From an optimization exercise on the open Yosys and OpenROAD flow, aimed at small area and a short achievable clock period; shortcuts taken in it are not production practice.
Function was checked by simulation only, so behaviour that the tests miss may differ from the original.
Power and IR drop assume default switching activity.

==> flow/design.v <==
module PE (
    input  wire               clk,
    input  wire               rst,
    input  wire               en,
    input  wire               mode_residual,
    input  wire signed [15:0] input_data,
    input  wire signed [15:0] weight_data,
    input  wire signed [15:0] residual_data,
    output reg  signed [15:0] output_data,
    output wire               input_sparse,
    output wire               weight_sparse,
    output wire               computation_skipped,
    output reg         [15:0] sparse_count,
    output reg         [15:0] total_count
);
    assign input_sparse  = (input_data[15:4] == 12'h000) |
                           ((input_data[15:4] == 12'hfff) & (input_data[3:0] != 4'h0));
    assign weight_sparse = (weight_data[15:4] == 12'h000) |
                           ((weight_data[15:4] == 12'hfff) & (weight_data[3:0] != 4'h0));
    assign computation_skipped = input_sparse | weight_sparse;
    wire skip = computation_skipped;
    wire mac = en & ~skip;
    reg  [15:0] acc_s;
    reg  [15:0] acc_c;
    reg         acc_x;
    wire pp_0_0;    
    nd2 u_pp0_0 (.a(input_data[0]), .b(weight_data[0]), .y(pp_0_0));
    wire pp_0_1;    
    nd2 u_pp0_1 (.a(input_data[0]), .b(weight_data[1]), .y(pp_0_1));
    wire pp_0_2;    
    nd2 u_pp0_2 (.a(input_data[0]), .b(weight_data[2]), .y(pp_0_2));
    wire pp_0_3;    
    nd2 u_pp0_3 (.a(input_data[0]), .b(weight_data[3]), .y(pp_0_3));
    wire pp_0_4;    
    nd2 u_pp0_4 (.a(input_data[0]), .b(weight_data[4]), .y(pp_0_4));
    wire pp_0_5;    
    nd2 u_pp0_5 (.a(input_data[0]), .b(weight_data[5]), .y(pp_0_5));
    wire pp_0_6;    
    nd2 u_pp0_6 (.a(input_data[0]), .b(weight_data[6]), .y(pp_0_6));
    wire pp_0_7;    
    nd2 u_pp0_7 (.a(input_data[0]), .b(weight_data[7]), .y(pp_0_7));
    wire pp_0_8;    
    nd2 u_pp0_8 (.a(input_data[0]), .b(weight_data[8]), .y(pp_0_8));
    wire pp_0_9;    
    nd2 u_pp0_9 (.a(input_data[0]), .b(weight_data[9]), .y(pp_0_9));
    wire pp_0_10;    
    nd2 u_pp0_10 (.a(input_data[0]), .b(weight_data[10]), .y(pp_0_10));
    wire pp_0_11;    
    nd2 u_pp0_11 (.a(input_data[0]), .b(weight_data[11]), .y(pp_0_11));
    wire pp_0_12;    
    nd2 u_pp0_12 (.a(input_data[0]), .b(weight_data[12]), .y(pp_0_12));
    wire pp_0_13;    
    nd2 u_pp0_13 (.a(input_data[0]), .b(weight_data[13]), .y(pp_0_13));
    wire pp_0_14;    
    nd2 u_pp0_14 (.a(input_data[0]), .b(weight_data[14]), .y(pp_0_14));
    wire pp_0_15;    
    nd2 u_pp0_15 (.a(input_data[0]), .b(weight_data[15]), .y(pp_0_15));
    wire pp_1_0;    
    nd2 u_pp1_0 (.a(input_data[1]), .b(weight_data[0]), .y(pp_1_0));
    wire pp_1_1;    
    nd2 u_pp1_1 (.a(input_data[1]), .b(weight_data[1]), .y(pp_1_1));
    wire pp_1_2;    
    nd2 u_pp1_2 (.a(input_data[1]), .b(weight_data[2]), .y(pp_1_2));
    wire pp_1_3;    
    nd2 u_pp1_3 (.a(input_data[1]), .b(weight_data[3]), .y(pp_1_3));
    wire pp_1_4;    
    nd2 u_pp1_4 (.a(input_data[1]), .b(weight_data[4]), .y(pp_1_4));
    wire pp_1_5;    
    nd2 u_pp1_5 (.a(input_data[1]), .b(weight_data[5]), .y(pp_1_5));
    wire pp_1_6;    
    nd2 u_pp1_6 (.a(input_data[1]), .b(weight_data[6]), .y(pp_1_6));
    wire pp_1_7;    
    nd2 u_pp1_7 (.a(input_data[1]), .b(weight_data[7]), .y(pp_1_7));
    wire pp_1_8;    
    nd2 u_pp1_8 (.a(input_data[1]), .b(weight_data[8]), .y(pp_1_8));
    wire pp_1_9;    
    nd2 u_pp1_9 (.a(input_data[1]), .b(weight_data[9]), .y(pp_1_9));
    wire pp_1_10;    
    nd2 u_pp1_10 (.a(input_data[1]), .b(weight_data[10]), .y(pp_1_10));
    wire pp_1_11;    
    nd2 u_pp1_11 (.a(input_data[1]), .b(weight_data[11]), .y(pp_1_11));
    wire pp_1_12;    
    nd2 u_pp1_12 (.a(input_data[1]), .b(weight_data[12]), .y(pp_1_12));
    wire pp_1_13;    
    nd2 u_pp1_13 (.a(input_data[1]), .b(weight_data[13]), .y(pp_1_13));
    wire pp_1_14;    
    nd2 u_pp1_14 (.a(input_data[1]), .b(weight_data[14]), .y(pp_1_14));
    wire pp_2_0;    
    nd2 u_pp2_0 (.a(input_data[2]), .b(weight_data[0]), .y(pp_2_0));
    wire pp_2_1;    
    nd2 u_pp2_1 (.a(input_data[2]), .b(weight_data[1]), .y(pp_2_1));
    wire pp_2_2;    
    nd2 u_pp2_2 (.a(input_data[2]), .b(weight_data[2]), .y(pp_2_2));
    wire pp_2_3;    
    nd2 u_pp2_3 (.a(input_data[2]), .b(weight_data[3]), .y(pp_2_3));
    wire pp_2_4;    
    nd2 u_pp2_4 (.a(input_data[2]), .b(weight_data[4]), .y(pp_2_4));
    wire pp_2_5;    
    nd2 u_pp2_5 (.a(input_data[2]), .b(weight_data[5]), .y(pp_2_5));
    wire pp_2_6;    
    nd2 u_pp2_6 (.a(input_data[2]), .b(weight_data[6]), .y(pp_2_6));
    wire pp_2_7;    
    nd2 u_pp2_7 (.a(input_data[2]), .b(weight_data[7]), .y(pp_2_7));
    wire pp_2_8;    
    nd2 u_pp2_8 (.a(input_data[2]), .b(weight_data[8]), .y(pp_2_8));
    wire pp_2_9;    
    nd2 u_pp2_9 (.a(input_data[2]), .b(weight_data[9]), .y(pp_2_9));
    wire pp_2_10;    
    nd2 u_pp2_10 (.a(input_data[2]), .b(weight_data[10]), .y(pp_2_10));
    wire pp_2_11;    
    nd2 u_pp2_11 (.a(input_data[2]), .b(weight_data[11]), .y(pp_2_11));
    wire pp_2_12;    
    nd2 u_pp2_12 (.a(input_data[2]), .b(weight_data[12]), .y(pp_2_12));
    wire pp_2_13;    
    nd2 u_pp2_13 (.a(input_data[2]), .b(weight_data[13]), .y(pp_2_13));
    wire pp_3_0;    
    nd2 u_pp3_0 (.a(input_data[3]), .b(weight_data[0]), .y(pp_3_0));
    wire pp_3_1;    
    nd2 u_pp3_1 (.a(input_data[3]), .b(weight_data[1]), .y(pp_3_1));
    wire pp_3_2;    
    nd2 u_pp3_2 (.a(input_data[3]), .b(weight_data[2]), .y(pp_3_2));
    wire pp_3_3;    
    nd2 u_pp3_3 (.a(input_data[3]), .b(weight_data[3]), .y(pp_3_3));
    wire pp_3_4;    
    nd2 u_pp3_4 (.a(input_data[3]), .b(weight_data[4]), .y(pp_3_4));
    wire pp_3_5;    
    nd2 u_pp3_5 (.a(input_data[3]), .b(weight_data[5]), .y(pp_3_5));
    wire pp_3_6;    
    nd2 u_pp3_6 (.a(input_data[3]), .b(weight_data[6]), .y(pp_3_6));
    wire pp_3_7;    
    nd2 u_pp3_7 (.a(input_data[3]), .b(weight_data[7]), .y(pp_3_7));
    wire pp_3_8;    
    nd2 u_pp3_8 (.a(input_data[3]), .b(weight_data[8]), .y(pp_3_8));
    wire pp_3_9;    
    nd2 u_pp3_9 (.a(input_data[3]), .b(weight_data[9]), .y(pp_3_9));
    wire pp_3_10;    
    nd2 u_pp3_10 (.a(input_data[3]), .b(weight_data[10]), .y(pp_3_10));
    wire pp_3_11;    
    nd2 u_pp3_11 (.a(input_data[3]), .b(weight_data[11]), .y(pp_3_11));
    wire pp_3_12;    
    nd2 u_pp3_12 (.a(input_data[3]), .b(weight_data[12]), .y(pp_3_12));
    wire pp_4_0;    
    nd2 u_pp4_0 (.a(input_data[4]), .b(weight_data[0]), .y(pp_4_0));
    wire pp_4_1;    
    nd2 u_pp4_1 (.a(input_data[4]), .b(weight_data[1]), .y(pp_4_1));
    wire pp_4_2;    
    nd2 u_pp4_2 (.a(input_data[4]), .b(weight_data[2]), .y(pp_4_2));
    wire pp_4_3;    
    nd2 u_pp4_3 (.a(input_data[4]), .b(weight_data[3]), .y(pp_4_3));
    wire pp_4_4;    
    nd2 u_pp4_4 (.a(input_data[4]), .b(weight_data[4]), .y(pp_4_4));
    wire pp_4_5;    
    nd2 u_pp4_5 (.a(input_data[4]), .b(weight_data[5]), .y(pp_4_5));
    wire pp_4_6;    
    nd2 u_pp4_6 (.a(input_data[4]), .b(weight_data[6]), .y(pp_4_6));
    wire pp_4_7;    
    nd2 u_pp4_7 (.a(input_data[4]), .b(weight_data[7]), .y(pp_4_7));
    wire pp_4_8;    
    nd2 u_pp4_8 (.a(input_data[4]), .b(weight_data[8]), .y(pp_4_8));
    wire pp_4_9;    
    nd2 u_pp4_9 (.a(input_data[4]), .b(weight_data[9]), .y(pp_4_9));
    wire pp_4_10;    
    nd2 u_pp4_10 (.a(input_data[4]), .b(weight_data[10]), .y(pp_4_10));
    wire pp_4_11;    
    nd2 u_pp4_11 (.a(input_data[4]), .b(weight_data[11]), .y(pp_4_11));
    wire pp_5_0;    
    nd2 u_pp5_0 (.a(input_data[5]), .b(weight_data[0]), .y(pp_5_0));
    wire pp_5_1;    
    nd2 u_pp5_1 (.a(input_data[5]), .b(weight_data[1]), .y(pp_5_1));
    wire pp_5_2;    
    nd2 u_pp5_2 (.a(input_data[5]), .b(weight_data[2]), .y(pp_5_2));
    wire pp_5_3;    
    nd2 u_pp5_3 (.a(input_data[5]), .b(weight_data[3]), .y(pp_5_3));
    wire pp_5_4;    
    nd2 u_pp5_4 (.a(input_data[5]), .b(weight_data[4]), .y(pp_5_4));
    wire pp_5_5;    
    nd2 u_pp5_5 (.a(input_data[5]), .b(weight_data[5]), .y(pp_5_5));
    wire pp_5_6;    
    nd2 u_pp5_6 (.a(input_data[5]), .b(weight_data[6]), .y(pp_5_6));
    wire pp_5_7;    
    nd2 u_pp5_7 (.a(input_data[5]), .b(weight_data[7]), .y(pp_5_7));
    wire pp_5_8;    
    nd2 u_pp5_8 (.a(input_data[5]), .b(weight_data[8]), .y(pp_5_8));
    wire pp_5_9;    
    nd2 u_pp5_9 (.a(input_data[5]), .b(weight_data[9]), .y(pp_5_9));
    wire pp_5_10;    
    nd2 u_pp5_10 (.a(input_data[5]), .b(weight_data[10]), .y(pp_5_10));
    wire pp_6_0;    
    nd2 u_pp6_0 (.a(input_data[6]), .b(weight_data[0]), .y(pp_6_0));
    wire pp_6_1;    
    nd2 u_pp6_1 (.a(input_data[6]), .b(weight_data[1]), .y(pp_6_1));
    wire pp_6_2;    
    nd2 u_pp6_2 (.a(input_data[6]), .b(weight_data[2]), .y(pp_6_2));
    wire pp_6_3;    
    nd2 u_pp6_3 (.a(input_data[6]), .b(weight_data[3]), .y(pp_6_3));
    wire pp_6_4;    
    nd2 u_pp6_4 (.a(input_data[6]), .b(weight_data[4]), .y(pp_6_4));
    wire pp_6_5;    
    nd2 u_pp6_5 (.a(input_data[6]), .b(weight_data[5]), .y(pp_6_5));
    wire pp_6_6;    
    nd2 u_pp6_6 (.a(input_data[6]), .b(weight_data[6]), .y(pp_6_6));
    wire pp_6_7;    
    nd2 u_pp6_7 (.a(input_data[6]), .b(weight_data[7]), .y(pp_6_7));
    wire pp_6_8;    
    nd2 u_pp6_8 (.a(input_data[6]), .b(weight_data[8]), .y(pp_6_8));
    wire pp_6_9;    
    nd2 u_pp6_9 (.a(input_data[6]), .b(weight_data[9]), .y(pp_6_9));
    wire pp_7_0;    
    nd2 u_pp7_0 (.a(input_data[7]), .b(weight_data[0]), .y(pp_7_0));
    wire pp_7_1;    
    nd2 u_pp7_1 (.a(input_data[7]), .b(weight_data[1]), .y(pp_7_1));
    wire pp_7_2;    
    nd2 u_pp7_2 (.a(input_data[7]), .b(weight_data[2]), .y(pp_7_2));
    wire pp_7_3;    
    nd2 u_pp7_3 (.a(input_data[7]), .b(weight_data[3]), .y(pp_7_3));
    wire pp_7_4;    
    nd2 u_pp7_4 (.a(input_data[7]), .b(weight_data[4]), .y(pp_7_4));
    wire pp_7_5;    
    nd2 u_pp7_5 (.a(input_data[7]), .b(weight_data[5]), .y(pp_7_5));
    wire pp_7_6;    
    nd2 u_pp7_6 (.a(input_data[7]), .b(weight_data[6]), .y(pp_7_6));
    wire pp_7_7;    
    nd2 u_pp7_7 (.a(input_data[7]), .b(weight_data[7]), .y(pp_7_7));
    wire pp_7_8;    
    nd2 u_pp7_8 (.a(input_data[7]), .b(weight_data[8]), .y(pp_7_8));
    wire pp_8_0;    
    nd2 u_pp8_0 (.a(input_data[8]), .b(weight_data[0]), .y(pp_8_0));
    wire pp_8_1;    
    nd2 u_pp8_1 (.a(input_data[8]), .b(weight_data[1]), .y(pp_8_1));
    wire pp_8_2;    
    nd2 u_pp8_2 (.a(input_data[8]), .b(weight_data[2]), .y(pp_8_2));
    wire pp_8_3;    
    nd2 u_pp8_3 (.a(input_data[8]), .b(weight_data[3]), .y(pp_8_3));
    wire pp_8_4;    
    nd2 u_pp8_4 (.a(input_data[8]), .b(weight_data[4]), .y(pp_8_4));
    wire pp_8_5;    
    nd2 u_pp8_5 (.a(input_data[8]), .b(weight_data[5]), .y(pp_8_5));
    wire pp_8_6;    
    nd2 u_pp8_6 (.a(input_data[8]), .b(weight_data[6]), .y(pp_8_6));
    wire pp_8_7;    
    nd2 u_pp8_7 (.a(input_data[8]), .b(weight_data[7]), .y(pp_8_7));
    wire pp_9_0;    
    nd2 u_pp9_0 (.a(input_data[9]), .b(weight_data[0]), .y(pp_9_0));
    wire pp_9_1;    
    nd2 u_pp9_1 (.a(input_data[9]), .b(weight_data[1]), .y(pp_9_1));
    wire pp_9_2;    
    nd2 u_pp9_2 (.a(input_data[9]), .b(weight_data[2]), .y(pp_9_2));
    wire pp_9_3;    
    nd2 u_pp9_3 (.a(input_data[9]), .b(weight_data[3]), .y(pp_9_3));
    wire pp_9_4;    
    nd2 u_pp9_4 (.a(input_data[9]), .b(weight_data[4]), .y(pp_9_4));
    wire pp_9_5;    
    nd2 u_pp9_5 (.a(input_data[9]), .b(weight_data[5]), .y(pp_9_5));
    wire pp_9_6;    
    nd2 u_pp9_6 (.a(input_data[9]), .b(weight_data[6]), .y(pp_9_6));
    wire pp_10_0;    
    nd2 u_pp10_0 (.a(input_data[10]), .b(weight_data[0]), .y(pp_10_0));
    wire pp_10_1;    
    nd2 u_pp10_1 (.a(input_data[10]), .b(weight_data[1]), .y(pp_10_1));
    wire pp_10_2;    
    nd2 u_pp10_2 (.a(input_data[10]), .b(weight_data[2]), .y(pp_10_2));
    wire pp_10_3;    
    nd2 u_pp10_3 (.a(input_data[10]), .b(weight_data[3]), .y(pp_10_3));
    wire pp_10_4;    
    nd2 u_pp10_4 (.a(input_data[10]), .b(weight_data[4]), .y(pp_10_4));
    wire pp_10_5;    
    nd2 u_pp10_5 (.a(input_data[10]), .b(weight_data[5]), .y(pp_10_5));
    wire pp_11_0;    
    nd2 u_pp11_0 (.a(input_data[11]), .b(weight_data[0]), .y(pp_11_0));
    wire pp_11_1;    
    nd2 u_pp11_1 (.a(input_data[11]), .b(weight_data[1]), .y(pp_11_1));
    wire pp_11_2;    
    nd2 u_pp11_2 (.a(input_data[11]), .b(weight_data[2]), .y(pp_11_2));
    wire pp_11_3;    
    nd2 u_pp11_3 (.a(input_data[11]), .b(weight_data[3]), .y(pp_11_3));
    wire pp_11_4;    
    nd2 u_pp11_4 (.a(input_data[11]), .b(weight_data[4]), .y(pp_11_4));
    wire pp_12_0;    
    nd2 u_pp12_0 (.a(input_data[12]), .b(weight_data[0]), .y(pp_12_0));
    wire pp_12_1;    
    nd2 u_pp12_1 (.a(input_data[12]), .b(weight_data[1]), .y(pp_12_1));
    wire pp_12_2;    
    nd2 u_pp12_2 (.a(input_data[12]), .b(weight_data[2]), .y(pp_12_2));
    wire pp_12_3;    
    nd2 u_pp12_3 (.a(input_data[12]), .b(weight_data[3]), .y(pp_12_3));
    wire pp_13_0;    
    nd2 u_pp13_0 (.a(input_data[13]), .b(weight_data[0]), .y(pp_13_0));
    wire pp_13_1;    
    nd2 u_pp13_1 (.a(input_data[13]), .b(weight_data[1]), .y(pp_13_1));
    wire pp_13_2;    
    nd2 u_pp13_2 (.a(input_data[13]), .b(weight_data[2]), .y(pp_13_2));
    wire pp_14_0;    
    nd2 u_pp14_0 (.a(input_data[14]), .b(weight_data[0]), .y(pp_14_0));
    wire pp_14_1;    
    nd2 u_pp14_1 (.a(input_data[14]), .b(weight_data[1]), .y(pp_14_1));
    wire pp_15_0;    
    nd2 u_pp15_0 (.a(input_data[15]), .b(weight_data[0]), .y(pp_15_0));
    wire hs0, hc0;
    xn2 u_hs0 (.a(acc_cn[11]), .b(acc_sn[11]), .y(hs0));
    or2m u_hc0 (.a(acc_cn[11]), .b(acc_sn[11]), .y(hc0));
    wire fs0, fc0;
    fa u_fa0 (.a(acc_cn[12]), .b(acc_sn[12]), .c(pp_0_12), .s(fs0), .co(fc0));
    wire hs1, hc1;
    xn2 u_hs1 (.a(pp_10_2), .b(pp_11_1), .y(hs1));
    or2m u_hc1 (.a(pp_10_2), .b(pp_11_1), .y(hc1));
    wire fs1, fc1;
    fa u_fa1 (.a(acc_cn[13]), .b(acc_sn[13]), .c(pp_0_13), .s(fs1), .co(fc1));
    wire fs2, fc2;
    fa u_fa2 (.a(pp_10_3), .b(pp_11_2), .c(pp_12_1), .s(fs2), .co(fc2));
    wire hs2, hc2;
    xn2 u_hs2 (.a(pp_13_0), .b(pp_1_12), .y(hs2));
    or2m u_hc2 (.a(pp_13_0), .b(pp_1_12), .y(hc2));
    wire fs3, fc3;
    fa u_fa3 (.a(acc_cn[14]), .b(acc_sn[14]), .c(pp_0_14), .s(fs3), .co(fc3));
    wire fs4, fc4;
    fa u_fa4 (.a(pp_10_4), .b(pp_11_3), .c(pp_12_2), .s(fs4), .co(fc4));
    wire fs5, fc5;
    fa u_fa5 (.a(pp_13_1), .b(pp_14_0), .c(pp_1_13), .s(fs5), .co(fc5));
    wire hs3, hc3;
    xn2 u_hs3 (.a(pp_2_12), .b(pp_3_11), .y(hs3));
    or2m u_hc3 (.a(pp_2_12), .b(pp_3_11), .y(hc3));
    wire hs4, hc4;
    xn2 u_hs4 (.a(acc_cn[6]), .b(acc_sn[6]), .y(hs4));
    or2m u_hc4 (.a(acc_cn[6]), .b(acc_sn[6]), .y(hc4));
    wire fs6, fc6;
    fa u_fa6 (.a(acc_cn[7]), .b(acc_sn[7]), .c(pp_0_7), .s(fs6), .co(fc6));
    wire fs7, fc7;
    fa u_fa7 (.a(acc_cn[8]), .b(acc_sn[8]), .c(pp_0_8), .s(fs7), .co(fc7));
    wire hs5, hc5;
    xn2 u_hs5 (.a(pp_1_7), .b(pp_2_6), .y(hs5));
    or2m u_hc5 (.a(pp_1_7), .b(pp_2_6), .y(hc5));
    wire fs8, fc8;
    fa u_fa8 (.a(acc_cn[9]), .b(acc_sn[9]), .c(pp_0_9), .s(fs8), .co(fc8));
    wire fs9, fc9;
    fa u_fa9 (.a(pp_1_8), .b(pp_2_7), .c(pp_3_6), .s(fs9), .co(fc9));
    wire hs6, hc6;
    xn2 u_hs6 (.a(pp_4_5), .b(pp_5_4), .y(hs6));
    or2m u_hc6 (.a(pp_4_5), .b(pp_5_4), .y(hc6));
    wire fs10, fc10;
    fa u_fa10 (.a(acc_cn[10]), .b(acc_sn[10]), .c(pp_0_10), .s(fs10), .co(fc10));
    wire fs11, fc11;
    fa u_fa11 (.a(pp_10_0), .b(pp_1_9), .c(pp_2_8), .s(fs11), .co(fc11));
    wire fs12, fc12;
    fa u_fa12 (.a(pp_3_7), .b(pp_4_6), .c(pp_5_5), .s(fs12), .co(fc12));
    wire hs7, hc7;
    xn2 u_hs7 (.a(pp_6_4), .b(pp_7_3), .y(hs7));
    or2m u_hc7 (.a(pp_6_4), .b(pp_7_3), .y(hc7));
    wire fs13, fc13;
    fa u_fa13 (.a(hs0), .b(pp_0_11), .c(pp_10_1), .s(fs13), .co(fc13));
    wire fs14, fc14;
    fa u_fa14 (.a(pp_11_0), .b(pp_1_10), .c(pp_2_9), .s(fs14), .co(fc14));
    wire fs15, fc15;
    fa u_fa15 (.a(pp_3_8), .b(pp_4_7), .c(pp_5_6), .s(fs15), .co(fc15));
    wire fs16, fc16;
    fa u_fa16 (.a(pp_6_5), .b(pp_7_4), .c(pp_8_3), .s(fs16), .co(fc16));
    wire fs17, fc17;
    fa u_fa17 (.a(hc0), .b(pp_12_0), .c(pp_1_11), .s(fs17), .co(fc17));
    wire fs18, fc18;
    fa u_fa18 (.a(pp_2_10), .b(pp_3_9), .c(pp_4_8), .s(fs18), .co(fc18));
    wire fs19, fc19;
    fa u_fa19 (.a(pp_5_7), .b(pp_6_6), .c(pp_7_5), .s(fs19), .co(fc19));
    wire fs20, fc20;
    fa u_fa20 (.a(pp_8_4), .b(pp_9_3), .c(hs1), .s(fs20), .co(fc20));
    wire fs21, fc21;
    fa u_fa21 (.a(pp_2_11), .b(pp_3_10), .c(pp_4_9), .s(fs21), .co(fc21));
    wire fs22, fc22;
    fa u_fa22 (.a(pp_5_8), .b(pp_6_7), .c(pp_7_6), .s(fs22), .co(fc22));
    wire fs23, fc23;
    fa u_fa23 (.a(pp_8_5), .b(pp_9_4), .c(hc1), .s(fs23), .co(fc23));
    wire fs24, fc24;
    fa u_fa24 (.a(hs2), .b(fc0), .c(fs1), .s(fs24), .co(fc24));
    wire fs25, fc25;
    fa u_fa25 (.a(pp_4_10), .b(pp_5_9), .c(pp_6_8), .s(fs25), .co(fc25));
    wire fs26, fc26;
    fa u_fa26 (.a(pp_7_7), .b(pp_8_6), .c(pp_9_5), .s(fs26), .co(fc26));
    wire fs27, fc27;
    fa u_fa27 (.a(hc2), .b(hs3), .c(fc1), .s(fs27), .co(fc27));
    wire fs28, fc28;
    fa u_fa28 (.a(fc2), .b(fs3), .c(fs4), .s(fs28), .co(fc28));
    wire hs8, hc8;
    xn2 u_hs8 (.a(acc_sn[5]), .b(pp_0_5), .y(hs8));
    or2m u_hc8 (.a(acc_sn[5]), .b(pp_0_5), .y(hc8));
    wire fs29, fc29;
    fa u_fa29 (.a(acc_xn), .b(hs4), .c(pp_0_6), .s(fs29), .co(fc29));
    wire fs30, fc30;
    fa u_fa30 (.a(pp_1_5), .b(pp_2_4), .c(pp_3_3), .s(fs30), .co(fc30));
    wire fs31, fc31;
    fa u_fa31 (.a(hc4), .b(pp_1_6), .c(pp_2_5), .s(fs31), .co(fc31));
    wire fs32, fc32;
    fa u_fa32 (.a(pp_3_4), .b(pp_4_3), .c(pp_5_2), .s(fs32), .co(fc32));
    wire hs9, hc9;
    xn2 u_hs9 (.a(pp_6_1), .b(pp_7_0), .y(hs9));
    or2m u_hc9 (.a(pp_6_1), .b(pp_7_0), .y(hc9));
    wire fs33, fc33;
    fa u_fa33 (.a(pp_3_5), .b(pp_4_4), .c(pp_5_3), .s(fs33), .co(fc33));
    wire fs34, fc34;
    fa u_fa34 (.a(pp_6_2), .b(pp_7_1), .c(pp_8_0), .s(fs34), .co(fc34));
    wire fs35, fc35;
    fa u_fa35 (.a(hs5), .b(fc6), .c(fs7), .s(fs35), .co(fc35));
    wire fs36, fc36;
    fa u_fa36 (.a(pp_6_3), .b(pp_7_2), .c(pp_8_1), .s(fs36), .co(fc36));
    wire fs37, fc37;
    fa u_fa37 (.a(pp_9_0), .b(hc5), .c(hs6), .s(fs37), .co(fc37));
    wire fs38, fc38;
    fa u_fa38 (.a(fc7), .b(fs8), .c(fs9), .s(fs38), .co(fc38));
    wire fs39, fc39;
    fa u_fa39 (.a(pp_8_2), .b(pp_9_1), .c(hc6), .s(fs39), .co(fc39));
    wire fs40, fc40;
    fa u_fa40 (.a(hs7), .b(fc8), .c(fc9), .s(fs40), .co(fc40));
    wire fs41, fc41;
    fa u_fa41 (.a(fs10), .b(fs11), .c(fs12), .s(fs41), .co(fc41));
    wire fs42, fc42;
    fa u_fa42 (.a(pp_9_2), .b(hc7), .c(fc10), .s(fs42), .co(fc42));
    wire fs43, fc43;
    fa u_fa43 (.a(fc11), .b(fc12), .c(fs13), .s(fs43), .co(fc43));
    wire fs44, fc44;
    fa u_fa44 (.a(fs14), .b(fs15), .c(fs16), .s(fs44), .co(fc44));
    wire fs45, fc45;
    fa u_fa45 (.a(fc13), .b(fc14), .c(fc15), .s(fs45), .co(fc45));
    wire fs46, fc46;
    fa u_fa46 (.a(fc16), .b(fs0), .c(fs17), .s(fs46), .co(fc46));
    wire fs47, fc47;
    fa u_fa47 (.a(fs18), .b(fs19), .c(fs20), .s(fs47), .co(fc47));
    wire fs48, fc48;
    fa u_fa48 (.a(fc17), .b(fc18), .c(fc19), .s(fs48), .co(fc48));
    wire fs49, fc49;
    fa u_fa49 (.a(fs2), .b(fs21), .c(fs22), .s(fs49), .co(fc49));
    wire fs50, fc50;
    fa u_fa50 (.a(fc20), .b(fs23), .c(fs24), .s(fs50), .co(fc50));
    wire fs51, fc51;
    fa u_fa51 (.a(fc21), .b(fc22), .c(fs25), .s(fs51), .co(fc51));
    wire fs52, fc52;
    fa u_fa52 (.a(fs26), .b(fs5), .c(fc23), .s(fs52), .co(fc52));
    wire fs53, fc53;
    fa u_fa53 (.a(fc24), .b(fs27), .c(fs28), .s(fs53), .co(fc53));
    wire hs10, hc10;
    xn2 u_hs10 (.a(acc_sn[3]), .b(pp_0_3), .y(hs10));
    or2m u_hc10 (.a(acc_sn[3]), .b(pp_0_3), .y(hc10));
    wire fs54, fc54;
    fa u_fa54 (.a(acc_sn[4]), .b(pp_0_4), .c(pp_1_3), .s(fs54), .co(fc54));
    wire hs11, hc11;
    xn2 u_hs11 (.a(pp_2_2), .b(pp_3_1), .y(hs11));
    or2m u_hc11 (.a(pp_2_2), .b(pp_3_1), .y(hc11));
    wire fs55, fc55;
    fa u_fa55 (.a(pp_1_4), .b(pp_2_3), .c(pp_3_2), .s(fs55), .co(fc55));
    wire fs56, fc56;
    fa u_fa56 (.a(pp_4_1), .b(pp_5_0), .c(hs8), .s(fs56), .co(fc56));
    wire fs57, fc57;
    fa u_fa57 (.a(pp_4_2), .b(pp_5_1), .c(pp_6_0), .s(fs57), .co(fc57));
    wire fs58, fc58;
    fa u_fa58 (.a(hc8), .b(fs29), .c(fs30), .s(fs58), .co(fc58));
    wire fs59, fc59;
    fa u_fa59 (.a(hs9), .b(fc29), .c(fc30), .s(fs59), .co(fc59));
    wire fs60, fc60;
    fa u_fa60 (.a(fs31), .b(fs32), .c(fs6), .s(fs60), .co(fc60));
    wire fs61, fc61;
    fa u_fa61 (.a(hc9), .b(fc31), .c(fc32), .s(fs61), .co(fc61));
    wire fs62, fc62;
    fa u_fa62 (.a(fs33), .b(fs34), .c(fs35), .s(fs62), .co(fc62));
    wire fs63, fc63;
    fa u_fa63 (.a(fc33), .b(fc34), .c(fs36), .s(fs63), .co(fc63));
    wire fs64, fc64;
    fa u_fa64 (.a(fs37), .b(fc35), .c(fs38), .s(fs64), .co(fc64));
    wire fs65, fc65;
    fa u_fa65 (.a(fc36), .b(fc37), .c(fs39), .s(fs65), .co(fc65));
    wire fs66, fc66;
    fa u_fa66 (.a(fc38), .b(fs40), .c(fs41), .s(fs66), .co(fc66));
    wire fs67, fc67;
    fa u_fa67 (.a(fc39), .b(fc40), .c(fc41), .s(fs67), .co(fc67));
    wire fs68, fc68;
    fa u_fa68 (.a(fs42), .b(fs43), .c(fs44), .s(fs68), .co(fc68));
    wire fs69, fc69;
    fa u_fa69 (.a(fc42), .b(fc43), .c(fc44), .s(fs69), .co(fc69));
    wire fs70, fc70;
    fa u_fa70 (.a(fs45), .b(fs46), .c(fs47), .s(fs70), .co(fc70));
    wire fs71, fc71;
    fa u_fa71 (.a(fc45), .b(fc46), .c(fs48), .s(fs71), .co(fc71));
    wire fs72, fc72;
    fa u_fa72 (.a(fs49), .b(fc47), .c(fs50), .s(fs72), .co(fc72));
    wire fs73, fc73;
    fa u_fa73 (.a(fc48), .b(fc49), .c(fs51), .s(fs73), .co(fc73));
    wire fs74, fc74;
    fa u_fa74 (.a(fs52), .b(fc50), .c(fs53), .s(fs74), .co(fc74));
    wire hs12, hc12;
    xn2 u_hs12 (.a(acc_sn[2]), .b(pp_0_2), .y(hs12));
    or2m u_hc12 (.a(acc_sn[2]), .b(pp_0_2), .y(hc12));
    wire fs75, fc75;
    fa u_fa75 (.a(pp_1_2), .b(pp_2_1), .c(pp_3_0), .s(fs75), .co(fc75));
    wire fs76, fc76;
    fa u_fa76 (.a(pp_4_0), .b(hc10), .c(hs11), .s(fs76), .co(fc76));
    wire fs77, fc77;
    fa u_fa77 (.a(hc11), .b(fc54), .c(fs55), .s(fs77), .co(fc77));
    wire fs78, fc78;
    fa u_fa78 (.a(fc55), .b(fs57), .c(fc56), .s(fs78), .co(fc78));
    wire fs79, fc79;
    fa u_fa79 (.a(fc57), .b(fc58), .c(fs59), .s(fs79), .co(fc79));
    wire fs80, fc80;
    fa u_fa80 (.a(fc59), .b(fc60), .c(fs61), .s(fs80), .co(fc80));
    wire fs81, fc81;
    fa u_fa81 (.a(fc61), .b(fs63), .c(fc62), .s(fs81), .co(fc81));
    wire fs82, fc82;
    fa u_fa82 (.a(fc63), .b(fs65), .c(fc64), .s(fs82), .co(fc82));
    wire fs83, fc83;
    fa u_fa83 (.a(fc65), .b(fc66), .c(fs67), .s(fs83), .co(fc83));
    wire fs84, fc84;
    fa u_fa84 (.a(fc67), .b(fc68), .c(fs69), .s(fs84), .co(fc84));
    wire fs85, fc85;
    fa u_fa85 (.a(fc69), .b(fs71), .c(fc70), .s(fs85), .co(fc85));
    wire fs86, fc86;
    fa u_fa86 (.a(fc71), .b(fs73), .c(fc72), .s(fs86), .co(fc86));
    wire hs13, hc13;
    xn2 u_hs13 (.a(acc_sn[1]), .b(pp_0_1), .y(hs13));
    or2m u_hc13 (.a(acc_sn[1]), .b(pp_0_1), .y(hc13));
    wire fs87, fc87;
    fa u_fa87 (.a(pp_1_1), .b(pp_2_0), .c(hs12), .s(fs87), .co(fc87));
    wire fs88, fc88;
    fa u_fa88 (.a(hc12), .b(hs10), .c(fs75), .s(fs88), .co(fc88));
    wire fs89, fc89;
    fa u_fa89 (.a(fc75), .b(fs54), .c(fs76), .s(fs89), .co(fc89));
    wire fs90, fc90;
    fa u_fa90 (.a(fc76), .b(fs56), .c(fs77), .s(fs90), .co(fc90));
    wire fs91, fc91;
    fa u_fa91 (.a(fc77), .b(fs58), .c(fs78), .s(fs91), .co(fc91));
    wire fs92, fc92;
    fa u_fa92 (.a(fs60), .b(fc78), .c(fs79), .s(fs92), .co(fc92));
    wire fs93, fc93;
    fa u_fa93 (.a(fc79), .b(fs80), .c(fs62), .s(fs93), .co(fc93));
    wire fs94, fc94;
    fa u_fa94 (.a(fc80), .b(fs64), .c(fs81), .s(fs94), .co(fc94));
    wire fs95, fc95;
    fa u_fa95 (.a(fs66), .b(fc81), .c(fs82), .s(fs95), .co(fc95));
    wire fs96, fc96;
    fa u_fa96 (.a(fs68), .b(fc82), .c(fs83), .s(fs96), .co(fc96));
    wire fs97, fc97;
    fa u_fa97 (.a(fs70), .b(fc83), .c(fs84), .s(fs97), .co(fc97));
    wire fs98, fc98;
    fa u_fa98 (.a(fc84), .b(fs72), .c(fs85), .s(fs98), .co(fc98));
    wire fs99, fc99;
    fa u_fa99 (.a(fs74), .b(fc85), .c(fs86), .s(fs99), .co(fc99));
    wire xs0;
    xo2 u_xo0 (.a(acc_cn[15]), .b(acc_sn[15]), .y(xs0));
    wire xs1;
    xo2 u_xo1 (.a(xs0), .b(pp_0_15), .y(xs1));
    wire xs2;
    xo2 u_xo2 (.a(pp_10_5), .b(pp_11_4), .y(xs2));
    wire xs3;
    xo2 u_xo3 (.a(pp_12_3), .b(pp_13_2), .y(xs3));
    wire xs4;
    xo2 u_xo4 (.a(pp_14_1), .b(pp_15_0), .y(xs4));
    wire xs5;
    xo2 u_xo5 (.a(pp_1_14), .b(pp_2_13), .y(xs5));
    wire xs6;
    xo2 u_xo6 (.a(pp_3_12), .b(pp_4_11), .y(xs6));
    wire xs7;
    xo2 u_xo7 (.a(pp_5_10), .b(pp_6_9), .y(xs7));
    wire xs8;
    xo2 u_xo8 (.a(pp_7_8), .b(pp_8_7), .y(xs8));
    wire xs9;
    xo2 u_xo9 (.a(pp_9_6), .b(xs1), .y(xs9));
    wire xs10;
    xo2 u_xo10 (.a(xs2), .b(xs3), .y(xs10));
    wire xs11;
    xo2 u_xo11 (.a(xs4), .b(xs5), .y(xs11));
    wire xs12;
    xo2 u_xo12 (.a(xs6), .b(xs7), .y(xs12));
    wire xs13;
    xo2 u_xo13 (.a(xs8), .b(hc3), .y(xs13));
    wire xs14;
    xo2 u_xo14 (.a(fc25), .b(fc26), .y(xs14));
    wire xs15;
    xo2 u_xo15 (.a(fc3), .b(fc4), .y(xs15));
    wire xs16;
    xo2 u_xo16 (.a(fc5), .b(xs10), .y(xs16));
    wire xs17;
    xo2 u_xo17 (.a(xs11), .b(xs12), .y(xs17));
    wire xs18;
    xo2 u_xo18 (.a(xs9), .b(xs13), .y(xs18));
    wire xs19;
    xo2 u_xo19 (.a(xs14), .b(xs15), .y(xs19));
    wire xs20;
    xo2 u_xo20 (.a(xs16), .b(xs17), .y(xs20));
    wire xs21;
    xo2 u_xo21 (.a(xs18), .b(fc27), .y(xs21));
    wire xs22;
    xo2 u_xo22 (.a(xs19), .b(xs20), .y(xs22));
    wire xs23;
    xo2 u_xo23 (.a(fc28), .b(fc51), .y(xs23));
    wire xs24;
    xo2 u_xo24 (.a(xs21), .b(xs22), .y(xs24));
    wire xs25;
    xo2 u_xo25 (.a(fc52), .b(xs23), .y(xs25));
    wire xs26;
    xo2 u_xo26 (.a(xs24), .b(xs25), .y(xs26));
    wire xs27;
    xo2 u_xo27 (.a(fc53), .b(fc73), .y(xs27));
    wire xs28;
    xo2 u_xo28 (.a(xs26), .b(xs27), .y(xs28));
    wire xs29;
    xo2 u_xo29 (.a(xs28), .b(fc74), .y(xs29));
    wire xs30;
    xn2 u_xo30 (.a(xs29), .b(fc86), .y(xs30));
    wire hs14, hc14;
    xn2 u_hs14 (.a(acc_sn[0]), .b(pp_0_0), .y(hs14));
    or2m u_hc14 (.a(acc_sn[0]), .b(pp_0_0), .y(hc14));
    wire fs100, fc100;
    fa u_fa100 (.a(pp_1_0), .b(hc14), .c(hs13), .s(fs100), .co(fc100));
    wire fs101, fc101;
    fa u_fa101 (.a(hc13), .b(fc100), .c(fs87), .s(fs101), .co(fc101));
    wire fs102, fc102;
    fa u_fa102 (.a(fc87), .b(fs88), .c(fc101), .s(fs102), .co(fc102));
    wire fs103, fc103;
    fa u_fa103 (.a(fc88), .b(fs89), .c(fc102), .s(fs103), .co(fc103));
    wire fs104, fc104;
    fa u_fa104 (.a(fc89), .b(fs90), .c(fc103), .s(fs104), .co(fc104));
    wire [15:0] row0 = {xs30, fc98, fc97, fc96, fc95, fc94, fc93, fc92, fc91, fc90, fs104, fs103, fs102, fs101, fs100, hs14};
    wire [15:0] row1 = {fc99, fs99, fs98, fs97, fs96, fs95, fs94, fs93, fs92, fs91, 1'b0, 1'b0, 1'b0, 1'b0, 1'b0, 1'b0};
    wire        rowx = fc104;    
    wire [15:0] res_g = residual_data & {16{mode_residual}};
    wire hs15, hc15;
    ha u_ha15 (.a(acc_c[6]), .b(acc_s[6]), .s(hs15), .co(hc15));
    wire hs16, hc16;
    ha u_ha16 (.a(acc_c[7]), .b(acc_s[7]), .s(hs16), .co(hc16));
    wire hs17, hc17;
    ha u_ha17 (.a(acc_c[8]), .b(acc_s[8]), .s(hs17), .co(hc17));
    wire hs18, hc18;
    ha u_ha18 (.a(acc_c[9]), .b(acc_s[9]), .s(hs18), .co(hc18));
    wire hs19, hc19;
    ha u_ha19 (.a(acc_c[10]), .b(acc_s[10]), .s(hs19), .co(hc19));
    wire hs20, hc20;
    ha u_ha20 (.a(acc_c[11]), .b(acc_s[11]), .s(hs20), .co(hc20));
    wire hs21, hc21;
    ha u_ha21 (.a(acc_c[12]), .b(acc_s[12]), .s(hs21), .co(hc21));
    wire hs22, hc22;
    ha u_ha22 (.a(acc_c[13]), .b(acc_s[13]), .s(hs22), .co(hc22));
    wire hs23, hc23;
    ha u_ha23 (.a(acc_c[14]), .b(acc_s[14]), .s(hs23), .co(hc23));
    wire hs24, hc24;
    ha u_ha24 (.a(acc_x), .b(hs15), .s(hs24), .co(hc24));
    wire fs105, fc105;
    fa u_fa105 (.a(hc15), .b(hs16), .c(res_g[7]), .s(fs105), .co(fc105));
    wire fs106, fc106;
    fa u_fa106 (.a(hc16), .b(hs17), .c(res_g[8]), .s(fs106), .co(fc106));
    wire fs107, fc107;
    fa u_fa107 (.a(hc17), .b(hs18), .c(res_g[9]), .s(fs107), .co(fc107));
    wire fs108, fc108;
    fa u_fa108 (.a(hc18), .b(hs19), .c(res_g[10]), .s(fs108), .co(fc108));
    wire fs109, fc109;
    fa u_fa109 (.a(hc19), .b(hs20), .c(res_g[11]), .s(fs109), .co(fc109));
    wire fs110, fc110;
    fa u_fa110 (.a(hc20), .b(hs21), .c(res_g[12]), .s(fs110), .co(fc110));
    wire fs111, fc111;
    fa u_fa111 (.a(hc21), .b(hs22), .c(res_g[13]), .s(fs111), .co(fc111));
    wire fs112, fc112;
    fa u_fa112 (.a(hc22), .b(hs23), .c(res_g[14]), .s(fs112), .co(fc112));
    wire xs31;
    xo2 u_xo31 (.a(acc_c[15]), .b(acc_s[15]), .y(xs31));
    wire xs32;
    xo2 u_xo32 (.a(xs31), .b(hc23), .y(xs32));
    wire xs33;
    xo2 u_xo33 (.a(res_g[15]), .b(xs32), .y(xs33));
    wire xs34;
    xo2 u_xo34 (.a(xs33), .b(fc112), .y(xs34));
    wire [15:0] out0 = {xs34, fc111, fc110, fc109, fc108, fc107, fc106, fc105, hc24, res_g[6], acc_s[5], acc_s[4], acc_s[3], acc_s[2], acc_s[1], acc_s[0]};
    wire [15:0] out1 = {1'b0, fs112, fs111, fs110, fs109, fs108, fs107, fs106, fs105, hs24, res_g[5], res_g[4], res_g[3], res_g[2], res_g[1], res_g[0]};
    wire [15:0] out_nx = out0 + out1;
    wire [15:0] acc_s_d, acc_c_d, out_d;
    wire [15:0] acc_sn = ~acc_s;
    wire [15:0] acc_cn = ~acc_c;
    wire acc_xn = ~acc_x;
    mx2i u_ms0 (.s(mac), .a1(row0[0]), .a0(acc_sn[0]), .y(acc_s_d[0]));
    mx2i u_ms1 (.s(mac), .a1(row0[1]), .a0(acc_sn[1]), .y(acc_s_d[1]));
    mx2i u_ms2 (.s(mac), .a1(row0[2]), .a0(acc_sn[2]), .y(acc_s_d[2]));
    mx2i u_ms3 (.s(mac), .a1(row0[3]), .a0(acc_sn[3]), .y(acc_s_d[3]));
    mx2i u_ms4 (.s(mac), .a1(row0[4]), .a0(acc_sn[4]), .y(acc_s_d[4]));
    mx2i u_ms5 (.s(mac), .a1(row0[5]), .a0(acc_sn[5]), .y(acc_s_d[5]));
    mx2i u_ms6 (.s(mac), .a1(row0[6]), .a0(acc_sn[6]), .y(acc_s_d[6]));
    mx2i u_ms7 (.s(mac), .a1(row0[7]), .a0(acc_sn[7]), .y(acc_s_d[7]));
    mx2i u_ms8 (.s(mac), .a1(row0[8]), .a0(acc_sn[8]), .y(acc_s_d[8]));
    mx2i u_ms9 (.s(mac), .a1(row0[9]), .a0(acc_sn[9]), .y(acc_s_d[9]));
    mx2i u_ms10 (.s(mac), .a1(row0[10]), .a0(acc_sn[10]), .y(acc_s_d[10]));
    mx2i u_ms11 (.s(mac), .a1(row0[11]), .a0(acc_sn[11]), .y(acc_s_d[11]));
    mx2i u_ms12 (.s(mac), .a1(row0[12]), .a0(acc_sn[12]), .y(acc_s_d[12]));
    mx2i u_ms13 (.s(mac), .a1(row0[13]), .a0(acc_sn[13]), .y(acc_s_d[13]));
    mx2i u_ms14 (.s(mac), .a1(row0[14]), .a0(acc_sn[14]), .y(acc_s_d[14]));
    mx2i u_ms15 (.s(mac), .a1(row0[15]), .a0(acc_sn[15]), .y(acc_s_d[15]));
    mx2i u_mc6 (.s(mac), .a1(row1[6]), .a0(acc_cn[6]), .y(acc_c_d[6]));
    mx2i u_mc7 (.s(mac), .a1(row1[7]), .a0(acc_cn[7]), .y(acc_c_d[7]));
    mx2i u_mc8 (.s(mac), .a1(row1[8]), .a0(acc_cn[8]), .y(acc_c_d[8]));
    mx2i u_mc9 (.s(mac), .a1(row1[9]), .a0(acc_cn[9]), .y(acc_c_d[9]));
    mx2i u_mc10 (.s(mac), .a1(row1[10]), .a0(acc_cn[10]), .y(acc_c_d[10]));
    mx2i u_mc11 (.s(mac), .a1(row1[11]), .a0(acc_cn[11]), .y(acc_c_d[11]));
    mx2i u_mc12 (.s(mac), .a1(row1[12]), .a0(acc_cn[12]), .y(acc_c_d[12]));
    mx2i u_mc13 (.s(mac), .a1(row1[13]), .a0(acc_cn[13]), .y(acc_c_d[13]));
    mx2i u_mc14 (.s(mac), .a1(row1[14]), .a0(acc_cn[14]), .y(acc_c_d[14]));
    mx2i u_mc15 (.s(mac), .a1(row1[15]), .a0(acc_cn[15]), .y(acc_c_d[15]));
    wire acc_x_d;
    mx2i u_mx (.s(mac), .a1(rowx), .a0(acc_xn), .y(acc_x_d));
    mx2 u_mo0 (.s(en), .a1(out_nx[0]), .a0(output_data[0]), .y(out_d[0]));
    mx2 u_mo1 (.s(en), .a1(out_nx[1]), .a0(output_data[1]), .y(out_d[1]));
    mx2 u_mo2 (.s(en), .a1(out_nx[2]), .a0(output_data[2]), .y(out_d[2]));
    mx2 u_mo3 (.s(en), .a1(out_nx[3]), .a0(output_data[3]), .y(out_d[3]));
    mx2 u_mo4 (.s(en), .a1(out_nx[4]), .a0(output_data[4]), .y(out_d[4]));
    mx2 u_mo5 (.s(en), .a1(out_nx[5]), .a0(output_data[5]), .y(out_d[5]));
    mx2 u_mo6 (.s(en), .a1(out_nx[6]), .a0(output_data[6]), .y(out_d[6]));
    mx2 u_mo7 (.s(en), .a1(out_nx[7]), .a0(output_data[7]), .y(out_d[7]));
    mx2 u_mo8 (.s(en), .a1(out_nx[8]), .a0(output_data[8]), .y(out_d[8]));
    mx2 u_mo9 (.s(en), .a1(out_nx[9]), .a0(output_data[9]), .y(out_d[9]));
    mx2 u_mo10 (.s(en), .a1(out_nx[10]), .a0(output_data[10]), .y(out_d[10]));
    mx2 u_mo11 (.s(en), .a1(out_nx[11]), .a0(output_data[11]), .y(out_d[11]));
    mx2 u_mo12 (.s(en), .a1(out_nx[12]), .a0(output_data[12]), .y(out_d[12]));
    mx2 u_mo13 (.s(en), .a1(out_nx[13]), .a0(output_data[13]), .y(out_d[13]));
    mx2 u_mo14 (.s(en), .a1(out_nx[14]), .a0(output_data[14]), .y(out_d[14]));
    mx2 u_mo15 (.s(en), .a1(out_nx[15]), .a0(output_data[15]), .y(out_d[15]));
    always @(posedge clk or posedge rst) begin
        if (rst) begin
            acc_s <= 16'd0;
            acc_c <= 16'd0;
            acc_x <= 1'b0;
            output_data <= 16'd0;
            sparse_count <= 16'd0;
            total_count <= 16'd0;
        end else begin
            total_count  <= total_count + {15'd0, en};
            sparse_count <= sparse_count + {15'd0, en & skip};
            acc_s <= acc_s_d;
            acc_c[6] <= acc_c_d[6];
            acc_c[7] <= acc_c_d[7];
            acc_c[8] <= acc_c_d[8];
            acc_c[9] <= acc_c_d[9];
            acc_c[10] <= acc_c_d[10];
            acc_c[11] <= acc_c_d[11];
            acc_c[12] <= acc_c_d[12];
            acc_c[13] <= acc_c_d[13];
            acc_c[14] <= acc_c_d[14];
            acc_c[15] <= acc_c_d[15];
            acc_x <= acc_x_d;
            output_data <= out_d;
        end
    end
endmodule
module fa (input wire a, input wire b, input wire c, output wire s, output wire co);
    assign s = a ^ b ^ c;
    assign co = (a & b) | (a & c) | (b & c);
endmodule
module ha (input wire a, input wire b, output wire s, output wire co);
    assign s = a ^ b;
    assign co = a & b;
endmodule
module xo2 (input wire a, input wire b, output wire y);
    assign y = a ^ b;
endmodule
module xn2 (input wire a, input wire b, output wire y);
    assign y = ~(a ^ b);
endmodule
module or2m (input wire a, input wire b, output wire y);
    assign y = a | b;
endmodule
module nd2 (input wire a, input wire b, output wire y);
    assign y = ~(a & b);
endmodule
module mx2 (input wire s, input wire a1, input wire a0, output wire y);
    assign y = s ? a1 : a0;
endmodule
module mx2i (input wire s, input wire a1, input wire a0, output wire y);
    assign y = ~(s ? a1 : a0);
endmodule
==> flow/flow/run.sh <==
#!/bin/bash
# Standard ORFS layout with two changes:
#  - port buffers use the smallest buffer cell (buffer_ports' default pick is clkdlybuf4s50_1);
#  - after synthesis every combinational cell starts at drive strength 1 (flow/downsize.tcl),
#    and timing repair sizes up only what the timing needs.
set -euo pipefail
export BUFFER_PORTS_ARGS="-buffer_cell sky130_fd_sc_hd__buf_1"
export POST_SYNTH_TCL="$(pwd)/flow/downsize.tcl"
bash standard.sh finish > standard_flow.log 2>&1
==> flow/flow/downsize.tcl <==
# Sourced after the synthesized netlist is loaded (POST_SYNTH_TCL): set every
# combinational cell to its smallest (_1) drive strength; the later timing repair
# sizes up the cells that need it. Flip-flops are left as synthesis made them.
set db [ord::get_db]
set n 0
foreach inst [[ord::get_db_block] getInsts] {
  set m [[$inst getMaster] getName]
  if {[regexp {^(sky130_fd_sc_hd__[a-z0-9]+)_([0-9]+)$} $m -> base d]} {
    if {[string match "*__df*" $base] || [string match "*__dl*" $base] || [string match "*__sdf*" $base]} { continue }
    if {$d > 1} {
      set nm [$db findMaster ${base}_1]
      if {$nm ne "NULL" && $nm ne ""} { $inst swapMaster $nm; incr n }
    }
  }
}
puts "downsize.tcl: set $n cells to drive strength 1"
==> flow/standard.sh <==
#!/bin/bash
# synth_recipe.tcl (not shown) runs the flow's synth.tcl, then flattens the netlist and writes it again
# the make line also repeats each setting of config.mk as NAME=value (left out here)
make -C /OpenROAD-flow-scripts/flow DESIGN_CONFIG=/design/flow/config.mk WORK_HOME=/design/flow/orfs CLKGATE_MAP_FILE= SYNTH_SCRIPT=/design/flow/synth_recipe.tcl "${@:-finish}"
==> flow/config.mk <==
export PLATFORM = sky130hd
export DESIGN_NAME = PE
export DESIGN_NICKNAME = PE
export VERILOG_FILES = /design/flow/design.v
export SDC_FILE = /design/flow/constraint.sdc
export NUM_CORES = 4
export LEC_CHECK = 0
export CAP_MARGIN = 20
export CORE_MARGIN = 2
export CORE_UTILIZATION = 40
export CTS_BUF_LIST = sky130_fd_sc_hd__clkbuf_8
export PLACE_DENSITY = 0.6
export SETUP_SLACK_MARGIN = 3.5
export SLEW_MARGIN = 20
export SYNTH_HIERARCHICAL = 1
export SYNTH_MINIMUM_KEEP_SIZE = 0
==> flow/constraint.sdc <==
create_clock -name core_clock -period 8.0 [get_ports {clk}]
set_input_delay 1.6000 -clock core_clock [delete_from_list [all_inputs] [get_ports {clk}]]
set_output_delay 1.6000 -clock core_clock [all_outputs]
set_load 0.01 [all_outputs]
==> results of run 1 <==
[worst max-delay path: stages]
cell and delay, ns:
buf_2 0.21, nor4_1 0.30, nor4_1 0.10, a31oi_2 0.34
nand2_2 0.12, buf_1 0.15
[flip-flops by register name, summed over array words and instances (netlist names)]
register / cells
acc_c: 10
total_count: 16
acc_x: 1
sparse_count: 16
acc_s: 16
output_data: 16
[stage by stage]
| stage | util | cells | setup slack, ns |
|---|---|---|---|
| 3_5_place_dp | 0.444 | 1007 | 2.66 |
| 2_1_floorplan | - | 676 | 3.49 |
| 6_report | 0.459 | 1024 | 3.56 |
| 3_3_place_gp | 0.444 | 1007 | 2.75 |
| 5_1_grt | 0.459 | 1024 | 3.48 |
| 4_1_cts | 0.457 | 1023 | 3.46 |
[power breakdown]
part / total, mW / switching (mW) / leakage, nW / internal, mW
sequential: 0.618 / 0.0824 / 0.945 / 0.536
clock: 0.297 / 0.145 / 0.102 / 0.152
combinational: 2.51 / 1.33 / 2.44 / 1.18
total: 3.42 / 1.56 / 3.49 / 1.87
[area by class of cell]
type | instances | area (um2) | share of cell area
clock buffers | 10 | 138 | 0.0167
clock inverters | 6 | 65.1 | 0.00788
inverters | 32 | 120 | 0.0146
multi-input cells | 564 | 5300 | 0.642
flip-flops and latches | 75 | 1880 | 0.227
well taps | 229 | 287 | 0.0347
repair buffers | 108 | 470 | 0.0570
[layout by cell type (no fill, tap or decap), types with 10 or more instances in the layout]
master	n
or2_1	16
nand4_1	14
nor4_1	10
mux2i_1	28
xnor2_1	44
buf_2	12
and3_1	10
nand3_1	11
dfrtp_1	75
a21oi_1	12
nand2_1	155
ha_1	29
fa_1	113
nor2_1	10
inv_1	31
and2_1	18
xor2_1	46
buf_1	75
clkbuf_2	13
clkbuf_8	10
mux2_1	17
[metal layers]
metal  vias to the layer above  GRT usage  routed length, um
li1                       2439          -                  -
met1                      2580      0.253               7590
met2                       192      0.281               7640
met3                        14     0.0401               1130
met4                         0     0.0457                220
met5                         -          0                  0
[how the worst max path moves through the flow]
stage                              start  slack (ns)  depth (start not counted)                   to
final                     weight_data[1]        3.56                          6  computation_skipped
after detailed placement   input_data[0]        2.66                          9            acc_c[14]
after CTS                  input_data[0]        3.46                          9            acc_c[14]
after global routing      weight_data[1]        3.48                          9            acc_c[14]
after floorplan            input_data[0]        3.49                          8            acc_c[14]
after global placement     input_data[0]        2.75                          9            acc_c[14]
[what timing repair did]
action	in CTS	in global routing
setup endpoints to repair	18	5
setup buffers	0	1
resized for setup	22	18
pin swaps	0	0
gates cloned	0	0
==> results by group, run 1 <==
Clocking
  • Number of CTS-inserted buffers: 9
  • Max H-tree Level: 3
  • CTS hold repair buffers: 0
  • Clk buf depth: 2
  • CTS tree: built
  • Clk root buf: clkbuf_8
  • Clk slew on worst S/H paths: 0.08 ns
  • Skew-Pair Late Insertion Delay: 0.36 ns
  • Clk sinks: 75

Global route
  • Number of global-route vias before repair: 5471
  • Largest net degree at the start of global routing: 76
  • First-pass GRT wire length: 27800 um
  • Remaining Overflow, GRT: 0
  • Initial antenna violation count: 0
  • GRT Total Usage: 0.179

Placement
  • Cell Area, Placed: 7980 um2
  • DP Wirelength: 12900 um
  • GPL Wtd Cong: 0.863
  • IO Port Bufs: 102

Power
  • IR Drop Worst-Case VDD: 0.229 mV
  • Pwr/cell area: 415 nW/um2
  • Power Total: 3.42 mW
  • Leakage power: 3.49 nW

Floorplanning
  • Die area: 19300 um2
  • Num rows: 49
  • Top Ports: 103
  • Core Region: 18000 um2
  • Initial core utilization: 0.406
  • Die H: 139 um
  • Die width: 139 um

Detailed routing
  • Vias: 5225
  • TritonRoute pass-1 iters: 4
  • WL/cell: 16.2 um
  • Post-DRT Antenna Nets: 0
  • Vias per Instance: 5.10
  • DRC: 0
  • Iter 0 DRT Violations: 267
  • WL final: 16600 um

Timing
  • Slew Limit Fails: 0
  • Final Hold Viols: 0
  • Final setup TNS: 0 ns
  • Tcrit/Tclk final: 0.555
  • Least-Margin Pin Slew: 0.932 ns
  • Hold_ws: 0.470 ns
  • Crit path time final: 4.44 ns
  • Clock Skew: 0.0129 ns
  • FMAX: 225 MHz
  • # setup viols final: 0
  • Unrepaired setup endpoints after global routing: yes
  • Max-slew headroom: 0.379

Critical path
  • Worst EP arrival: 2.84 ns
  • Worst r2r dst: acc_c[14]
  • Flop-to-flop setup slack: 4.60 ns
  • Max FO, Critical Path: 16
  • Crit Path Category: in2out
  • Worst setup EP type: output pin
  • Critical R2R Launch: acc_c[13]
  • Reg2Reg Depth: 8
  • CP required: 6.40 ns
  • Crit path launch type: primary input

Synth
  • Gate Count Post-Synth: 676
  • Avg Cell Area, Syn: 10.8 um2
  • Post-Syn Area: 7300 um2
  • Mapped Nets: 871
  • Syn. warnings: 7

Status
  • Outcome: complete, no violations

Final layout
  • Nets: 985
  • Layout area overhead: 13.0%
  • Post-Layout Inst Area: 8250 um2
  • Ant diodes: 0
  • FILL cells: 1717
  • Share of post-route cells with drive strength above 1: 0.0679

Min path
  • Worst Hold Depth: 1
  • Min-delay worst type: reg2reg
  • Worst Hold Launch: sparse_count[15]
  • Hold Path Sink: sparse_count[15]

Run
  • Max-Cap Viols: 0
==> run 2, diff against run 1 <==
--- a/flow/config.mk
+++ b/flow/config.mk
@@ -16 +16,2 @@
 export SYNTH_MINIMUM_KEEP_SIZE = 0
+export TNS_END_PERCENT = 50
==> run 2 against run 1 <==
Synthesized cell count unchanged. First-iteration DRC count unchanged. Critical path depth unchanged. Core utilization unchanged. Setup slack unchanged. Design area unchanged. Sequential share of layout area unchanged. Fmax unchanged. Sequential power about the same. Cell count unchanged. Routed wire length unchanged.
==> results by group, run 2 <==
Floorplanning
  • Die H: 139 um (unchanged)
  • Initial core utilization: 0.406 (unchanged)
  • Top Ports: 103 (unchanged)
  • Die width: 139 um (unchanged)
  • Die area: 19300 um2 (unchanged)
  • Num rows: 49 (unchanged)
  • Core Region: 18000 um2 (unchanged)

Placement
  • DP Cell Count: 1007 (unchanged)
  • IO Port Bufs: 102 (unchanged)
  • GPL Wtd Cong: 0.863 (unchanged)
  • Placement Setup Slack: 2.66 ns (unchanged)
  • DP Wirelength: 12900 um (unchanged)
  • Cell Area, Placed: 7980 um2 (unchanged)

Power
  • Seq pwr share: 0.181 (about the same)
  • Clock power share: 0.087 (about the same)
  • IR Drop Worst-Case VDD: 0.229 mV (unchanged)
  • Switch share: 0.455 (unchanged)
  • Pint: 1.87 mW (unchanged)
  • Pwr/cell area: 415 nW/um2 (unchanged)
  • Combinational group share of total power: 0.733 (about the same)
  • Sw Pwr: 1.56 mW (unchanged)
  • Leakage power: 3.49 nW (unchanged)

Timing
  • Final Hold Viols: 0 (unchanged)
  • Unrepaired setup endpoints after global routing: yes (unchanged)
  • Slew Limit Fails: 0 (unchanged)
  • Tcrit/Tclk final: 0.555 (unchanged)
  • Clock Skew: 0.0129 ns (unchanged)
  • Least-Margin Pin Slew: 0.932 ns (unchanged)
  • # setup viols final: 0 (unchanged)
  • Max-slew headroom: 0.379 (unchanged)
  • Worst setup margin: 3.56 ns (unchanged)
  • FMAX: 225 MHz (unchanged)
  • Final setup TNS: 0 ns (unchanged)
  • Crit path time final: 4.44 ns (unchanged)

Clocking
  • Clk buf depth: 2 (unchanged)
  • Clk root buf: clkbuf_8 (unchanged)
  • Number of CTS-inserted buffers: 9 (unchanged)
  • Clk slew on worst S/H paths: 0.08 ns (about the same)
  • CTS hold repair buffers: 0 (unchanged)
  • Max H-tree Level: 3 (unchanged)
  • CTS tree: built (unchanged)
  • Skew-Pair Late Insertion Delay: 0.36 ns (about the same)
  • Clk sinks: 75 (unchanged)

Synth
  • Post-Syn Area: 7300 um2 (unchanged)
  • Gate Count Post-Synth: 676 (unchanged)
  • Syn. warnings: 7 (unchanged)
  • Avg Cell Area, Syn: 10.8 um2 (unchanged)
  • Mapped Nets: 871 (unchanged)

Critical path
  • Max incr delay on CP: 0.34 ns (about the same)
  • Crit path top cell by count: nor4_1 (unchanged)
  • Worst EP arrival: 2.84 ns (about the same)
  • Worst setup EP type: output pin (unchanged)
  • Worst r2r dst: acc_c[14] (unchanged)
  • Flop-to-flop setup slack: 4.60 ns (about the same)
  • Critical R2R Launch: acc_c[13] (unchanged)
  • CP required: 6.40 ns (about the same)
  • Reg2Reg Depth: 8 (unchanged)
  • Crit path launch type: primary input (unchanged)
  • Max FO, Critical Path: 16 (unchanged)
  • Crit Path Category: in2out (unchanged)
  • Worst path slowest cell: a31oi_2 (unchanged)
  • CP cell instances: buf_2 -> nor4_1 -> nor4_1 -> a31oi_2 -> nand2_2 -> buf_1 (unchanged)

Detailed routing
  • Vias per Instance: 5.10 (unchanged)
  • Post-DRT Antenna Nets: 0 (unchanged)
  • Vias: 5225 (unchanged)
  • Uppermost layer routed: met4 (unchanged)
  • DRC: 0 (unchanged)
  • Met3 WL: 1130 um (unchanged)
  • M1 WL: 7590 um (unchanged)
  • TritonRoute pass-1 iters: 4 (unchanged)
  • Met2 WL: 7640 um (unchanged)
  • WL/cell: 16.2 um (unchanged)
  • WL final: 16600 um (unchanged)
  • Iter 0 DRT Violations: 267 (unchanged)

Final layout
  • Share of post-route cells with drive strength above 1: 0.0679 (unchanged)
  • Most frequent cells in the layout: nand2_1, fa_1, dfrtp_1, buf_1, xor2_1 (unchanged)
  • FILL cells: 1717 (unchanged)
  • Layout area overhead: 13.0% (unchanged)
  • Ant diodes: 0 (unchanged)
  • Area occupied by multi-input gates: 5300 um2 (unchanged)
  • Post-Layout Inst Area: 8250 um2 (unchanged)
  • Fin cells: 1024 (unchanged)
  • Commonest non-fill, non-tap cell in the layout: nand2_1 (unchanged)
  • Nets: 985 (unchanged)
  • Sequential Area: 1880 um2 (unchanged)

Min path
  • Hold Path Sink: sparse_count[15] (unchanged)
  • Min-delay worst type: reg2reg (unchanged)
  • Worst Hold Depth: 1 (unchanged)
  • Worst Hold Launch: sparse_count[15] (unchanged)

Global route
  • Remaining Overflow, GRT: 0 (unchanged)
  • First-pass GRT wire length: 27800 um (unchanged)
  • Number of global-route vias before repair: 5471 (unchanged)
  • Largest net degree at the start of global routing: 76 (unchanged)
  • GRT Total Usage: 0.179 (unchanged)
  • Initial antenna violation count: 0 (unchanged)

Run
  • Max-Cap Viols: 0 (unchanged)

Status
  • Outcome: complete, no violations (unchanged)
[run 2: cell counts in the layout (fill, tap and decap cells not counted)]
Identical to the previous run, type by type.
[run 2: what timing repair did]
item                       4_1_cts  5_1_grt
resized for setup               22       18
pin swaps                        0        0
setup buffers                    0        1
setup endpoints to repair       18        5
gates cloned                     0        0
[run 2: worst max path at each step]
stage,startpoint,endpoint,slack [ns],depth (start not counted)
2_1_floorplan,input_data[0],acc_c[14],3.49,8
3_3_place_gp,input_data[0],acc_c[14],2.75,9
3_5_place_dp,input_data[0],acc_c[14],2.66,9
4_1_cts,input_data[0],acc_c[14],3.46,9
5_1_grt,weight_data[1],acc_c[14],3.48,9
6_report,weight_data[1],computation_skipped,3.56,6
[run 2: worst max-delay path, delay by kind of cell]
| family | cells | cell delay (ns) |
|---|---|---|
| compound gates | 1 | 0.34 |
| buf+inv | 2 | 0.36 |
| simple gates | 3 | 0.52 |
[run 2: stage by stage]
step | power (mW) | hold WS, ns | util
after CTS | 3.49 | 0.483 | 0.457
final | 3.42 | 0.470 | 0.459
after global placement | 3.13 | 0.458 | 0.444
after floorplan | 2.62 | 0.504 | -
after global routing | 3.87 | 0.501 | 0.459
after detailed placement | 3.18 | 0.470 | 0.444
[run 2: metal layers]
layer	vias up	global-route usage
li1	2439	-
met1	2580	0.253
met2	192	0.281
met3	14	0.0401
met4	0	0.0457
met5	-	0
[run 2: layout make-up]
cell class	instances	area share
clock buffers	10	0.0167
inverters	32	0.0146
well taps	229	0.0347
clock inverters	6	0.00788
repair buffers	108	0.0570
multi-input cells	564	0.642
flip-flops and latches	75	0.227
[run 2: power by group through the flow]
| stage | clock, mW | sequential [mW] | combinational, mW |
|---|---|---|---|
| floorplan | 0 | 0.637 | 1.99 |
| global route | 0.324 | 0.641 | 2.90 |
| detailed placement | 0 | 0.629 | 2.55 |
| finish | 0.297 | 0.618 | 2.51 |
| CTS | 0.311 | 0.621 | 2.56 |
| global placement | 0 | 0.623 | 2.51 |

what the ideal ports hide:
No port has a modelled driver above. Below, the same layouts with a new extraction and two added sets of constraints.
Step 1 assumes that a clkbuf_16 drives the clock port and a buf_2 every other input.
Step 2 moves the port delays by t, midway between the first and last clock arrival at a register: inputs arrive t later, outputs are due t later. That takes back most of the time a late clock gives input paths.
a / b / c = no drivers / after step 1 / after step 2; a / b = the first two.
run | t (ns) | setup WS [ns] | cell pins on the clock port's net
run 1 | 0.388 | 3.559 / 3.538 / 3.200 | 1
run 2 | 0.388 | 3.559 / 3.538 / 3.200 | 1
After both steps setup and hold are still met in every run listed.
